From an optimization exercise on the open Yosys and OpenROAD flow, aimed at small area; shortcuts taken in it are not production practice.
In this exercise RTL edits were held to simulation tests only and were not proved equivalent to the original.
No activity file was given, so power comes from the tool's default toggle rates.

==> design.v <==
module ioTest (input  M_CLOCK,         
               input  rst,             
               input  [3:0] IO_PB,     
               input  [7:0] IO_DSW,    
               output [3:0] F_LED,     
               output [7:0] IO_LED,    
               output [3:0] IO_SSEGD,  
               output reg [7:0] IO_SSEG,   
               output IO_SSEG_COL);    
  localparam S0 = 3'd0, S1 = 3'd1, S2 = 3'd2, S3 = 3'd3, S4 = 3'd4, S5 = 3'd5;
  function [13:0] inc14(input [13:0] a);
    integer n; reg c;
    begin c = 1'b1;
      for (n = 0; n < 14; n = n + 1) begin inc14[n] = a[n] ^ c; c = c & a[n]; end
    end
  endfunction
  function [5:0] inc6(input [5:0] a);
    integer n; reg c;
    begin c = 1'b1;
      for (n = 0; n < 6; n = n + 1) begin inc6[n] = a[n] ^ c; c = c & a[n]; end
    end
  endfunction
  function [7:0] inc8c(input [7:0] a, input ci);
    integer n; reg c;
    begin c = ci;
      for (n = 0; n < 8; n = n + 1) begin inc8c[n] = a[n] ^ c; c = c & a[n]; end
    end
  endfunction
  function [3:0] inc4(input [3:0] a);
    integer n; reg c;
    begin c = 1'b1;
      for (n = 0; n < 4; n = n + 1) begin inc4[n] = a[n] ^ c; c = c & a[n]; end
    end
  endfunction
  function [2:0] inc3(input [2:0] a);
    integer n; reg c;
    begin c = 1'b1;
      for (n = 0; n < 3; n = n + 1) begin inc3[n] = a[n] ^ c; c = c & a[n]; end
    end
  endfunction
  function ge14(input [13:0] a, input [13:0] b);
    integer n; reg g, e;
    begin g = 1'b0; e = 1'b1;
      for (n = 13; n >= 0; n = n - 1) begin
        g = g | (e & a[n] & ~b[n]); e = e & ~(a[n] ^ b[n]);
      end
      ge14 = g | e;
    end
  endfunction
  reg  [2:0]  state;
  reg  [1:0]  rs;         
  reg  [3:0]  sc;         
  reg  [3:0]  scnt;       
  reg  [3:0]  lvl;        
  reg  [3:0]  g;          
  reg  [5:0]  sc32;       
  reg  [13:0] r;
  reg         z;          
  reg         fled;
  reg         lon;        
  reg  [1:0]  lval;       
  reg         blank;      
  assign IO_SSEG_COL = 1'b1;
  assign F_LED = {4{fled}};
  assign IO_LED = {lon & (lval == 2'd0), lon & (lval == 2'd1),
                   lon & (lval == 2'd2), lon & (lval == 2'd3), 4'b0000};
  assign IO_SSEGD = blank ? 4'b1111 :
                    (rs == 2'd1) ? 4'b1110 :
                    (rs == 2'd2) ? 4'b1101 :
                    (rs == 2'd3) ? 4'b1011 : 4'b0111;
  function [7:0] txt(input lose, input [4:0] j);
    begin
      txt = 8'b11111111;
      if ({lose, j} == 6'b0_00100) txt = 8'b10010000;
      if ({lose, j} == 6'b0_00101) txt = 8'b10101111;
      if ({lose, j} == 6'b0_00110) txt = 8'b10000110;
      if ({lose, j} == 6'b0_00111) txt = 8'b10000110;
      if ({lose, j} == 6'b0_01000) txt = 8'b10000111;
      if ({lose, j} == 6'b0_01001) txt = 8'b11101111;
      if ({lose, j} == 6'b0_01010) txt = 8'b10101011;
      if ({lose, j} == 6'b0_01011) txt = 8'b10010000;
      if ({lose, j} == 6'b0_01100) txt = 8'b10010010;
      if ({lose, j} == 6'b1_00100) txt = 8'b10010001;
      if ({lose, j} == 6'b1_00101) txt = 8'b11000000;
      if ({lose, j} == 6'b1_00110) txt = 8'b11000001;
      if ({lose, j} == 6'b1_01000) txt = 8'b11000111;
      if ({lose, j} == 6'b1_01001) txt = 8'b11000000;
      if ({lose, j} == 6'b1_01010) txt = 8'b10010010;
      if ({lose, j} == 6'b1_01011) txt = 8'b10000110;
    end
  endfunction
  function [3:0] pos(input [3:0] k);
    begin
      pos = 4'd0;
      if (k == 4'd0) pos = 4'd1;
      if (k == 4'd1) pos = 4'd2;
      if (k == 4'd2) pos = 4'd5;
      if (k == 4'd3) pos = 4'd9;
      if (k == 4'd4) pos = 4'd2;
      if (k == 4'd5) pos = 4'd8;
      if (k == 4'd6) pos = 4'd3;
      if (k == 4'd7) pos = 4'd11;
      if (k == 4'd8) pos = 4'd8;
      if (k == 4'd9) pos = 4'd6;
      if (k == 4'd10) pos = 4'd5;
      if (k == 4'd11) pos = 4'd5;
      if (k == 4'd12) pos = 4'd6;
    end
  endfunction
  function [1:0] val(input [3:0] p);
    begin
      val = 2'd0;
      if (p == 4'd0) val = 2'd3;
      if (p == 4'd1) val = 2'd3;
      if (p == 4'd2) val = 2'd2;
      if (p == 4'd3) val = 2'd1;
      if (p == 4'd4) val = 2'd2;
      if (p == 4'd6) val = 2'd1;
      if (p == 4'd7) val = 2'd2;
      if (p == 4'd11) val = 2'd1;
    end
  endfunction
  function [3:0] add12(input [3:0] a, input [3:0] b);
    reg [4:0] t;
    begin
      t = {1'b0, a} + {1'b0, b};
      add12 = (t >= 5'd12) ? t[3:0] - 4'd12 : t[3:0];
    end
  endfunction
  function [6:0] halfq(input [3:0] l);
    begin
      halfq = 7'd0;
      if (l == 4'd1) halfq = 7'd79;
      if (l == 4'd2) halfq = 7'd72;
      if (l == 4'd3) halfq = 7'd65;
      if (l == 4'd4) halfq = 7'd58;
      if (l == 4'd5) halfq = 7'd51;
      if (l == 4'd6) halfq = 7'd44;
      if (l == 4'd7) halfq = 7'd37;
      if (l == 4'd8) halfq = 7'd30;
      if (l == 4'd9) halfq = 7'd23;
      if (l == 4'd10) halfq = 7'd16;
      if (l == 4'd11) halfq = 7'd9;
      if (l == 4'd12) halfq = 7'd2;
    end
  endfunction
  function [15:0] lev(input [3:0] l);
    begin
      lev = 16'b0;
      if (l == 4'd1) lev = {8'b11000000, 8'b11111001};
      if (l == 4'd2) lev = {8'b11000000, 8'b10100100};
      if (l == 4'd3) lev = {8'b11000000, 8'b10110000};
      if (l == 4'd4) lev = {8'b11000000, 8'b10011001};
      if (l == 4'd5) lev = {8'b11000000, 8'b10010010};
      if (l == 4'd6) lev = {8'b11000000, 8'b10000010};
      if (l == 4'd7) lev = {8'b11000000, 8'b11111000};
      if (l == 4'd8) lev = {8'b11000000, 8'b10000000};
      if (l == 4'd9) lev = {8'b11000000, 8'b10011000};
      if (l == 4'd10) lev = {8'b11111001, 8'b11000000};
      if (l == 4'd11) lev = {8'b11111001, 8'b11111001};
      if (l == 4'd12) lev = {8'b11111001, 8'b10100100};
      if (l == 4'd13) lev = {8'b11111001, 8'b10110000};
    end
  endfunction
  wire [4:0]  tj;
  wire        tc0 = sc[0] & rs[0];
  wire        tc1 = (sc[1] & rs[1]) | ((sc[1] ^ rs[1]) & tc0);
  assign tj = {sc[3] & sc[2] & tc1, sc[3] ^ (sc[2] & tc1), sc[2] ^ tc1, sc[1] ^ rs[1] ^ tc0, sc[0] ^ rs[0]};
  wire        tick   = sc32[5];
  wire [7:0]  tchar  = txt(state == S5, tj);
  wire [15:0] ldig   = lev(lvl);
  wire [7:0]  lchar  = (rs == 2'd0) ? 8'b01000111 :
                       (rs == 2'd1) ? 8'b10111111 :
                       (rs == 2'd2) ? ldig[15:8] : ldig[7:0];
  wire        done   = ~ge14({10'b0, lvl}, {10'b0, scnt});               
  wire [7:0]  rq     = r[13:6];
  wire [5:0]  rp     = r[5:0];
  wire        pw     = (rp == 6'd49);
  wire [13:0] rinc   = {inc8c(rq, pw), pw ? 6'd0 : inc6(rp)};
  wire        match  = pw && (rq[6:0] == halfq(lvl)) && (lvl != 4'd13);
  wire        q100   = rq[7] | (rq[6] & rq[5] & (rq[4] | rq[3] | rq[2]));    
  wire        q40    = rq[6] | (rq[5] & (rq[4] | rq[3]));                    
  wire        q20    = rq[5] | (rq[4] & (rq[3] | rq[2]));                    
  wire        q39    = (rq == 8'd39);
  wire [3:0]  pb     = {~IO_PB[0], ~IO_PB[1], ~IO_PB[2], ~IO_PB[3]};
  wire        single = (pb == 4'd1) || (pb == 4'd2) || (pb == 4'd4) || (pb == 4'd8);
  wire [1:0]  pv     = {~IO_PB[2] | ~IO_PB[3], ~IO_PB[1] | ~IO_PB[3]};
  wire        step   = (state == S1) & match & r[13];
  wire [3:0]  kk     = (state == S5) ? lvl : scnt;
  wire [3:0]  gk     = add12(g, pos(kk));
  wire [1:0]  sv     = val(gk);
  always @(posedge M_CLOCK) begin
    if (rst) begin
      state <= S0; rs <= 2'd0; sc <= 4'd0; scnt <= 4'd0; lvl <= 4'd1;
      g <= 4'd0; sc32 <= 6'd1; r <= 14'd2; z <= 1'b1;
      fled <= 1'b0; lon <= 1'b0; blank <= 1'b1; IO_SSEG <= 8'hFF;
    end else begin
      sc32 <= tick ? sc32 : inc6(sc32);
      case (state)
        S0: begin
          lon <= 1'b0;
          r <= rinc;
          if (tick) begin
            sc32 <= 6'd2;
            if (q100) begin
              r <= 14'd2;
              sc <= (sc == 4'd13) ? 4'd0 : inc4(sc);
            end
            IO_SSEG <= tchar; blank <= 1'b0; rs <= {rs[1]^rs[0], ~rs[0]};
          end
          if (~IO_DSW[7]) begin
            state <= S1; sc <= 4'd0; r <= {13'd0, ~z};
          end
        end
        S1: begin
          z <= 1'b0;
          r <= rinc;
          if (tick) begin
            sc32 <= 6'd2; IO_SSEG <= lchar; blank <= 1'b0; rs <= {rs[1]^rs[0], ~rs[0]};
          end
          if (step) begin
            lon <= 1'b1; lval <= sv;
            scnt <= inc4(scnt);
            r <= 14'd1;
          end else if (match) begin
            lon <= 1'b0;
            r <= 14'h2000;
            if (done) begin scnt <= 4'd0; state <= S2; end
          end
        end
        S2: begin
          r <= {13'd0, sv == pv};
          if (tick) begin
            sc32 <= 6'd2; IO_SSEG <= lchar; blank <= 1'b0; rs <= {rs[1]^rs[0], ~rs[0]};
          end
          lon <= single; lval <= pv;
          if (single) begin
            if (sv == pv) begin
              scnt <= inc4(scnt); state <= S4;
            end else begin
              scnt <= 4'd0; state <= S3;
            end
          end
        end
        S3: begin
          fled <= 1'b1;
          r <= rinc;
          if (q39 & pw) begin r <= 14'd0; scnt <= inc4(scnt); end
          if (!q20 && r != 14'd0) blank <= 1'b1;
          if (q20 && tick) begin
            sc32 <= 6'd2; IO_SSEG <= lchar; blank <= 1'b0; rs <= {rs[1]^rs[0], ~rs[0]};
          end
          if (scnt == 4'd7 && q39 && rp == 6'd48) begin state <= S5; r <= {8'd128, 6'd0}; end
        end
        S4: begin
          r <= rinc;
          if (tick) begin
            sc32 <= 6'd2; IO_SSEG <= lchar; blank <= 1'b0; rs <= {rs[1]^rs[0], ~rs[0]};
          end
          if (q40) lon <= 1'b0;
          if (rq == 8'd80 && rp == 6'd0) begin
            r <= 14'd1;
            if (done) begin lvl <= inc4(lvl); scnt <= 4'd0; state <= S1; end
            else state <= S2;
          end
        end
        S5: begin
          r <= rinc;
          if (tick) begin
            sc32 <= 6'd2;
            if (q100) begin
              r <= 14'd2;
              sc <= inc4(sc);
              if (sc == 4'd12) begin
                sc <= 4'd0; fled <= 1'b0; state <= S0; lvl <= 4'd1; scnt <= 4'd0;
                g <= gk;   
              end
            end
            IO_SSEG <= tchar; blank <= 1'b0; rs <= {rs[1]^rs[0], ~rs[0]};
          end
        end
        default: ;
      endcase
    end
  end
endmodule
==> flow/run.sh <==
#!/bin/bash
# Own flow: the standard synthesis, then the logic between its flip-flops re-mapped
# for area (flip-flops untouched), then the standard layout from floorplan to finish.
# Each tool's output goes to a log file of its own in the work folder.
set -euo pipefail
W=$PWD
PLAT=${FLOW_PLATFORM:-sky130hd}
YOSYS=$FLOW_HOME/../tools/install/yosys/bin/yosys
[[ -x $YOSYS ]] || YOSYS=yosys
LIB=$FLOW_HOME/platforms/$PLAT/lib/sky130_fd_sc_hd__tt_025C_1v80.lib
RES=$W/orfs/results/$PLAT/ioTest/base
LOGS=$W/orfs/logs/$PLAT/ioTest/base

bash standard.sh synth > $W/synth_std.log 2>&1
cp $RES/1_2_yosys.v $W/std_1_2_yosys.v

# the cells the standard synthesis may not use
DONTUSE=$(grep -o -- '-dont_use [A-Za-z0-9_]*' $LOGS/1_2_yosys.log | sort -u | tr '\n' ' ')
sed -e "s#{LIB}#$LIB#g" -e "s#{STD}#$W/std_1_2_yosys.v#g" -e "s#{ABC}#$W/flow/area.abc#g" \
    -e "s#{DONTUSE}#$DONTUSE#g" -e "s#{OUT}#$W/resyn_1_2_yosys.v#g" flow/resyn.ys > $W/resyn.ys
sed -e "s#{LIB}#$LIB#g" -e "s#{STD}#$W/std_1_2_yosys.v#g" -e "s#{NEW}#$W/resyn_1_2_yosys.v#g" \
    flow/equiv.ys > $W/equiv.ys
if $YOSYS -s $W/resyn.ys > $W/resyn.log 2>&1 && \
   $YOSYS -s $W/equiv.ys > $W/equiv.log 2>&1; then
  cp $W/resyn_1_2_yosys.v $RES/1_2_yosys.v
  touch $RES/1_2_yosys.v
  echo "re-mapped netlist in use" > $W/resyn_status.txt
else
  echo "re-mapping failed or not proven equivalent: standard netlist kept" > $W/resyn_status.txt
fi

bash standard.sh > $W/layout.log 2>&1
==> flow/area.abc <==
strash
&get -n
&deepsyn -T 30
&put
dch -f
amap
topo
==> flow/equiv.ys <==
# The re-mapped netlist must do what the standard synthesis's netlist does, flip-flop by flip-flop.
read_liberty -ignore_miss_func {LIB}
read_verilog {STD}
rename ioTest gold
read_verilog {NEW}
rename ioTest gate
flatten gold gate
opt_clean
equiv_make gold gate equiv
hierarchy -top equiv
equiv_simple -undef
equiv_induct -undef
equiv_status -assert
==> flow/resyn.ys <==
# Re-map the combinational logic of the standard synthesis's netlist for area.
# The flip-flops (and tie cells) stay as they are, with their names and cell types.
read_liberty -ignore_miss_func {LIB}
blackbox sky130_fd_sc_hd__*df* sky130_fd_sc_hd__*dl* sky130_fd_sc_hd__conb_1
read_verilog {STD}
hierarchy -top ioTest
flatten
opt_clean
techmap
opt -fast
abc -script {ABC} -liberty {LIB} {DONTUSE}
opt_clean -purge
hilomap -singleton -hicell sky130_fd_sc_hd__conb_1 HI -locell sky130_fd_sc_hd__conb_1 LO
splitnets
opt_clean -purge
insbuf -buf sky130_fd_sc_hd__buf_1 A X
read_liberty -lib -overwrite {LIB}
tee -o {OUT}.stat stat -liberty {LIB}
write_verilog -noattr -nohex -nodec {OUT}
==> standard.sh <==
#!/bin/bash
# synth_recipe.tcl (not shown) runs the flow's synth.tcl, then flattens the netlist and writes it again
# the make line also repeats each setting of config.mk as NAME=value (left out here)
make -C /OpenROAD-flow-scripts/flow DESIGN_CONFIG=/design/flow/config.mk WORK_HOME=/design/flow/orfs CLKGATE_MAP_FILE= SYNTH_SCRIPT=/design/flow/synth_recipe.tcl "${@:-finish}"
==> config.mk <==
export PLATFORM = sky130hd
export DESIGN_NAME = ioTest
export DESIGN_NICKNAME = ioTest
export VERILOG_FILES = /design/flow/design.v
export SDC_FILE = /design/flow/constraint.sdc
export NUM_CORES = 4
export LEC_CHECK = 0
export CAP_MARGIN = 20
export CORE_MARGIN = 2
export CORE_UTILIZATION = 40
export CTS_BUF_LIST = sky130_fd_sc_hd__clkbuf_8
export SLEW_MARGIN = 20
==> constraint.sdc <==
create_clock -name core_clock -period 10.0 [get_ports {M_CLOCK}]
set_input_delay 2.0000 -clock core_clock [delete_from_list [all_inputs] [get_ports {M_CLOCK}]]
set_output_delay 2.0000 -clock core_clock [all_outputs]
set_load 0.01 [all_outputs]
==> summary.txt <==
- CP Class: reg2reg
- Register-to-register setup slack: 4.42 ns
- # diodes: 0
- GRT Util Overall: 21.4%
- Status: no timing/DRC/antenna violations
- CP required: 10.23 ns
- # port buffers: 26
- FMAX: 179 MHz
- DR vias: 3706
- HPWL Detailed: 7380 um
- Worst slew pin tran: 0.616 ns
- Static leakage: 1.24 nW
- Area grow syn2layout: 12.9%
- Maxcap violations: 0
- Tmin final: 5.58 ns
- Slew headroom: 58.8%
- IO Count: 39
- Slew Limit Fails: 0
- Crit path DAT: 5.81 ns
- Crit path capture type: flop
- ANT nets after route: 0
- Nets: 553
- CTS max path bufs: 2
- Total power: 0.424 mW
- Hold buffer count at CTS: 0
- Final Cell Area: 3820 um2
- Reg clk slew, reported paths: 0.10 ns
- TritonCTS buffer count: 5
- Final setup viols: 0
- Final Hold Viols: 0
- Die Area: 9210 um2
- Ratio of cells with drive above 1 in the final layout: 1.67%
- Cells on Worst Hold Path: 2
- Crit start category: flop
- CTS Sinks: 55
- Post-cts sizing count: 0
- GR Overflow Total: 0
- Post-route core utilization: 46.5%
- Later-pin clock latency in the skew report: 0.32 ns
- Worst Hold Slack: 0.476 ns
- Peak VDD IR: 0.0449 mV
- CP max FO: 9
- Post-route setup slack: 4.42 ns
- HP Class: reg2reg
- CTS root buf: clkbuf_8
- FP Rows: 33
- Depth of the most critical reg-to-reg path: 22
- Non-filler cells, final: 645
- H-tree levels: 2
- Routed wire per std cell: 14.8 um
- Placed Area: 3730 um2
- Die height: 96.0 um
- RePlAce Congestion: 0.963
- Synth Cell Area: 3380 um2
- Tcrit/Tclk final: 55.8%
- Power Density: 111 nW/um2
- Routed vias/inst: 5.75
- Mapped Cells: 518
- Final WL: 9520 um
- Worst hold endpoint: g[1]
- Syn Area/Cell: 6.53 um2
- Core ar.: 8220 um2
- Placed insts: 637
- R2R Path End: state[0]
- Setup TNS: 0 ns
- CP Launch Point: state[0]
- Warnings from Yosys: 1
- First-pass DRT Iterations: 5
- Die X: 96.0 um
- First-pass GRT wire length: 15500 um
- Largest net degree at the start of global routing: 18
- DP Worst Slack: 4.50 ns
- Worst Clk Skew: 0.00862 ns
- 1st-iter DRT viols: 187
- TritonCTS clock tree: done
- DRC: 0
- Number of global-route vias before repair: 3340
- R2R Path Start: state[0]
- Initial antenna violation count: 0
- Post-CTS Setup Bufs: 0
- Unrepaired setup endpoints after global routing: false
- Hold Crit Start: g[1]
- Initial Util: 41.2%
-- per-layer routing --
metal	global-route usage, %	vias to the layer above	routed length, um	part of all wire, %
met5	0	-	0	0
met4	7.26	0	182	1.9
met3	3.29	17	578	6.1
met2	35.8	104	4450	47
met1	28.0	1717	4300	45
li1	-	1868	-	-
-- report_power, final --
part           switching [mW]  internal [mW]
registers             0.00766          0.228
clock network          0.0793         0.0492
logic                  0.0376         0.0219
-- worst max-delay path, stage by stage (launching register included) --
cell and delay [ns]:
dfxtp_1 0.55, clkinv_1 0.38, nor3_1 0.36, clkinv_1 0.18, o22ai_1 0.26, clkinv_1 0.14
nor2_1 0.20, nor2_1 0.09, nor2_1 0.09, a21oi_1 0.06, o21ai_0 0.31, nor2_1 0.13
clkinv_1 0.08, nand2_1 0.08, o21ai_0 0.48, nor2_1 0.10, a211oi_1 0.32, clkinv_1 0.16
a221oi_1 0.40, clkinv_1 0.17, a211oi_1 0.54, nor2_1 0.11, a311oi_1 0.29
-- layout by cell type (no fill, tap or decap), types with 2 or more instances in the layout --
cell type and instances:
nand2_1 43, nand3_1 10, dfxtp_1 53, o21ai_0 37, o22ai_1 18, a221oi_1 5, clkdlybuf4s50_1 26, and2_0 3
o21a_1 7, o31ai_1 2, o211ai_1 3, edfxtp_1 2, a22oi_1 3, clkinv_1 78, o32ai_1 4, or4_1 2
nor4_1 4, nand4_1 5, nor2_1 104, or2_0 3, o221ai_1 4, clkbuf_8 5, a311oi_1 2, conb_1 5
nor2b_1 3, o22a_1 4, a21oi_1 28, o41ai_1 3, a211oi_1 8, a31oi_1 15, a32oi_1 2, and3_1 3
nor3_1 35
-- worst max-delay path by stage --
stage,endpoint,slack [ns],cells after the start
floorplan,state[0],5.03,22
global placement,state[0],4.68,22
detailed placement,state[0],4.50,22
CTS,state[0],4.44,22
global route,state[0],3.61,22
finish,state[0],4.42,22
-- registers in the layout (all words and copies together), names as in the netlist --
register and cells:
scnt 4, IO_SSEG 8, blank 1, lvl 4
lval 2, sc 4, fled 1, sc32 6
lon 1, g 4, z 1, state 3
r 14, rs 2
-- final cells by class --
type,count,area [um2]
Clock inverter,3,18.8
Timing Repair Buffer,27,268
Fill cell,892,4400
Clock buffer,5,68.8
Inverter,78,293
Multi-Input combinational cell,372,1920
Tap cell,105,131
Sequential cell,55,1120

==> separate check: timing with driven ports <==
In the flow no input, the clock included, has a driving cell. The finished layout below was timed again as built, in two steps. Step 1 assumes that a clkbuf_16 drives the clock port and a buf_2 every other input. Step 2 also shifts input and output timing later by t, the mid clock arrival at the registers, as if the neighbouring blocks saw the same clock. Three values: ideal ports, drivers, drivers and shift; two values: the first two.
t (ns): 0.350
slack for setup (ns): 4.419 / 4.419 / 4.419
worst setup path after step 2: register to register
After both steps setup and hold are still met in this run. For this run, drivers alone change the setup slack by 0.000 ns; drivers and shift together by 0.000 ns.
